Background: an optimization exercise with open tools, aiming at small area. Do not read the settings as production practice. In this exercise RTL edits were held to simulation tests only and were not proved equivalent to the original. The clock port is modelled as an ideal driver; clocking choices that lean on that would not hold on a real chip. Power figures rest on the tool's default switching activity, not on a simulated workload.

Design bpu, start of the top module:
module bpu (
    input  logic                        clk,
    input  logic                        rst,
    input  logic [INSTR_MEM_IDX_W-1:0]  fetch_pc,
    output logic                        pred_taken,
    output logic                        btb_hit,
    output logic [INSTR_MEM_IDX_W-1:0]  btb_target,
    input  logic                        update_valid,
    input  logic [INSTR_MEM_IDX_W-1:0]  update_pc,
    input  logic                        update_taken,
    input  logic [INSTR_MEM_IDX_W-1:0]  update_target
);
    localparam NS    = BTB_LENGTH;                   
    localparam NB    = PHT_LENGTH / BTB_LENGTH;      
    localparam TAG_W = INSTR_MEM_IDX_W - BTB_IDX_W;  
    logic [PHT_LENGTH-1:0] c1, c0;
    logic [NS-1:0]         valid;
    logic [NS-1:0]         tag    [0:TAG_W-1];
    logic [NS-1:0]         target [0:INSTR_MEM_IDX_W-1];
    logic [NS-1:0] fsel;                             
    always_comb begin
        for (int i = 0; i < NS; i++)
            fsel[i] = (fetch_pc[BTB_IDX_W-1:0] == i[BTB_IDX_W-1:0]);
    end
    logic [NB-1:0] bank1;                            
    for (genvar h = 0; h < NB; h++) begin : g_fbank
        bpu_sel64 u (.sel(fsel), .d(c1[h*NS +: NS]), .y(bank1[h]));
    end
    assign pred_taken = ~bank1[fetch_pc[INSTR_MEM_IDX_W-1:BTB_IDX_W]];
    logic                       r_valid;
    logic [TAG_W-1:0]           r_tag;
    logic [INSTR_MEM_IDX_W-1:0] r_target;
    bpu_sel64 u_rvalid (.sel(fsel), .d(valid), .y(r_valid));
    for (genvar b = 0; b < TAG_W; b++) begin : g_rtag
        bpu_sel64 u (.sel(fsel), .d(tag[b]), .y(r_tag[b]));
    end
    for (genvar b = 0; b < INSTR_MEM_IDX_W; b++) begin : g_rtgt
        bpu_sel64 u (.sel(fsel), .d(target[b]), .y(r_target[b]));
    end
    assign btb_hit    = r_valid && (r_tag == fetch_pc[INSTR_MEM_IDX_W-1:BTB_IDX_W]);
    assign btb_target = btb_hit ? r_target : '0;
    logic [NS-1:0] swe;
    always_comb begin
        for (int i = 0; i < NS; i++)
            swe[i] = rst | (update_valid & (update_pc[BTB_IDX_W-1:0] == i[BTB_IDX_W-1:0]));
    end
    logic [NB-1:0] ub1, ub0;
    for (genvar h = 0; h < NB; h++) begin : g_ubank
        bpu_sel64 u1 (.sel(swe), .d(c1[h*NS +: NS]), .y(ub1[h]));
        bpu_sel64 u0 (.sel(swe), .d(c0[h*NS +: NS]), .y(ub0[h]));
    end
  ...
For scale: roughly 2,400 cells after synthesis, ~1,200 flip-flops, roughly 38 I/O pins, roughly 44,000 um^2 of cells after synthesis.
export LEC_CHECK = 0
export CAP_MARGIN = 20
export CORE_MARGIN = 2
export CORE_UTILIZATION = 75
export CTS_BUF_LIST = sky130_fd_sc_hd__clkbuf_8
export CTS_CLUSTER_DIAMETER = 80
export CTS_CLUSTER_SIZE = 16
export SETUP_SLACK_MARGIN = 0.2
export SLEW_MARGIN = 20
export SYNTH_HIERARCHICAL = 1
export SYNTH_MINIMUM_KEEP_SIZE = 0
create_clock -name core_clock -period 8.0 [get_ports {clk}]
standard.sh (not shown) runs the stock make flow with config.mk's settings and CLKGATE_MAP_FILE= SYNTH_SCRIPT=/design/flow/synth_recipe.tcl, a recipe that flattens the netlist after the stock synthesis.
==> flow/flow/run.sh <==
#!/bin/bash
set -uo pipefail
export BUFFER_PORTS_ARGS="-buffer_cell sky130_fd_sc_hd__buf_2"
export CTS_ARGS="-sink_clustering_enable -repair_clock_nets -sink_clustering_size 16 -sink_clustering_max_diameter 80 -buf_list sky130_fd_sc_hd__clkbuf_8 -dont_use_dummy_load"
bash standard.sh > standard.log 2>&1
Then changed:
==> flow/run.sh (new file) <==
#!/bin/bash
# synth_recipe.tcl (not shown) runs the flow's synth.tcl, then flattens the netlist and writes it again
# the make line also repeats each setting of config.mk as NAME=value (left out here)
make -C /OpenROAD-flow-scripts/flow DESIGN_CONFIG=/design/flow/config.mk WORK_HOME=/design/flow/orfs CLKGATE_MAP_FILE= SYNTH_SCRIPT=/design/flow/synth_recipe.tcl finish
Settings changed: CORE_UTILIZATION 75 to 60, CTS_BUF_LIST sky130_fd_sc_hd__clkbuf_8 to sky130_fd_sc_hd__clkbuf_4 sky130_fd_sc_hd__clkbuf_8, CTS_CLUSTER_DIAMETER 80 to 50, CTS_CLUSTER_SIZE 16 to 20.
removed: flow/flow/run.sh
removed: flow/standard.sh
After rerunning: The changed run went through all stages and came out clean. Critical path depth rose by 1. Routed wire length rose by 2.8%. Via count fell by 1.6%.
Then changed:
Settings changed: CORE_UTILIZATION 60 to 75, CTS_BUF_LIST sky130_fd_sc_hd__clkbuf_4 sky130_fd_sc_hd__clkbuf_8 to sky130_fd_sc_hd__clkbuf_8, CTS_CLUSTER_DIAMETER 50 to 80, CTS_CLUSTER_SIZE 20 to 16.
Result: Final cell count drops by 7.4%; synthesized cell count does not change; cell area shrinks by 3.3%; die area is lower by 20%; non-clock buffer count decreases by 22; area after synthesis stays the same; global-route usage rose by 7.0 points.
Then changed:
==> flow/flow/run.sh (new file) <==
#!/bin/bash
set -uo pipefail
here=$(pwd)
export BUFFER_PORTS_ARGS="-buffer_cell sky130_fd_sc_hd__buf_2"
export POST_CTS_TCL="$here/flow/post_cts.tcl"
bash standard.sh > standard.log 2>&1
==> flow/flow/post_cts.tcl (new file) <==
# After clock tree synthesis and its timing repair: downsize gates that have
# slack to spare, then repair any slew or capacitance limit that this breaks,
# and legalise the placement again.
estimate_parasitics -placement
repair_timing -recover_power 100 -verbose
repair_design -slew_margin 20 -cap_margin 20 -verbose
detailed_placement
check_placement -verbose
==> flow/standard.sh (new file) <==
#!/bin/bash
# synth_recipe.tcl (not shown) runs the flow's synth.tcl, then flattens the netlist and writes it again
# the make line also repeats each setting of config.mk as NAME=value (left out here)
make -C /OpenROAD-flow-scripts/flow DESIGN_CONFIG=/design/flow/config.mk WORK_HOME=/design/flow/orfs CLKGATE_MAP_FILE= SYNTH_SCRIPT=/design/flow/synth_recipe.tcl "${@:-finish}"
removed: flow/run.sh
What happened:
- The changed run completed without violations
- routed wire length rose by a few percent
- clock skew came out higher by 13 ps
- area after synthesis does not change
- global-route usage came out higher by 1.4 points
Then changed:
==> flow/run.sh (new file) <==
#!/bin/bash
# synth_recipe.tcl (not shown) runs the flow's synth.tcl, then flattens the netlist and writes it again
# the make line also repeats each setting of config.mk as NAME=value (left out here)
make -C /OpenROAD-flow-scripts/flow DESIGN_CONFIG=/design/flow/config.mk WORK_HOME=/design/flow/orfs CLKGATE_MAP_FILE= SYNTH_SCRIPT=/design/flow/synth_recipe.tcl finish
Settings changed: CORE_UTILIZATION 75 to 60.
removed: flow/flow/run.sh
removed: flow/flow/post_cts.tcl
removed: flow/standard.sh
Sequential share of layout area went down by 1.1 points.
Via count shrinks by a few percent.
Clock power is about the same.
Hold slack is worse by 3.6 ps.
Cell count climbs by a few percent.
Then changed:
==> flow/flow/run.sh (new file) <==
#!/bin/bash
set -uo pipefail
here=$(pwd)
export BUFFER_PORTS_ARGS="-buffer_cell sky130_fd_sc_hd__buf_2"
export CTS_ARGS="-sink_clustering_enable -repair_clock_nets -sink_clustering_size 16 -sink_clustering_max_diameter 80 -buf_list sky130_fd_sc_hd__clkbuf_8 -dont_use_dummy_load"
export PRE_GLOBAL_PLACE_TCL="$here/flow/pre_gpl.tcl"
bash standard.sh > standard.log 2>&1
==> flow/flow/pre_gpl.tcl (new file) <==
# Remove the buffers synthesis inserted, as ORFS does before timing-driven
# global placement; repair_design after placement buffers what needs it.
remove_buffers
==> flow/standard.sh (new file) <==
#!/bin/bash
# synth_recipe.tcl (not shown) runs the flow's synth.tcl, then flattens the netlist and writes it again
# the make line also repeats each setting of config.mk as NAME=value (left out here)
make -C /OpenROAD-flow-scripts/flow DESIGN_CONFIG=/design/flow/config.mk WORK_HOME=/design/flow/orfs CLKGATE_MAP_FILE= SYNTH_SCRIPT=/design/flow/synth_recipe.tcl "${@:-finish}"
Settings changed: CORE_UTILIZATION 60 to 75, GPL_TIMING_DRIVEN set to 0, PLACE_DENSITY set to 0.85.
removed: flow/run.sh
What happened:
- The new run completed without violations
- design area drops by about 2.6%
- maximum frequency drops by about 2%
- die area came out lower by 20%
- final cell count came out lower by 11%
- global-route usage increases by 5.8 points
- area after synthesis is unchanged
- sequential share of layout area goes up by 2.0 points
- worst setup slack is worse by 150 ps

re-timing with driven ports:
The results above use ideal ports. As a check the final layouts listed here were re-extracted and re-timed, cells and wires unchanged. Step 1 sets driving cells, clkbuf_16 on the clock port and buf_2 on the other inputs (assumed; they add their load-dependent delay and slew). Step 2 also shifts input and output timing later by t, the mid clock arrival at the registers, as if the neighbouring blocks saw the same clock. a / b / c = ideal / step 1 / step 2; a / b = the first two.
run	t, ns	slack for setup (ns)	hold WS [ns]	pins driven straight from the clock port
the first run	0.778	0.647 / 0.538 / 0.538	0.486 / 0.486 / 0.486	1
the second run	0.827	0.344 / 0.317 / 0.317	0.482 / 0.482 / 0.482	1
the third run	0.783	0.125 / 0.097 / 0.097	0.482 / 0.482 / 0.482	1
the fourth run	0.796	0.471 / 0.363 / 0.039	0.486 / 0.486 / 0.486	1
the fifth run	0.785	0.346 / 0.308 / 0.308	0.482 / 0.482 / 0.482	1
the sixth run	0.778	0.194 / 0.134 / 0.134	0.486 / 0.486 / 0.486	1
After both steps setup and hold are still met in every run listed. The setup slack of the fourth run, which loses most, moves by -0.108 ns with the drivers and by -0.432 ns with both steps.
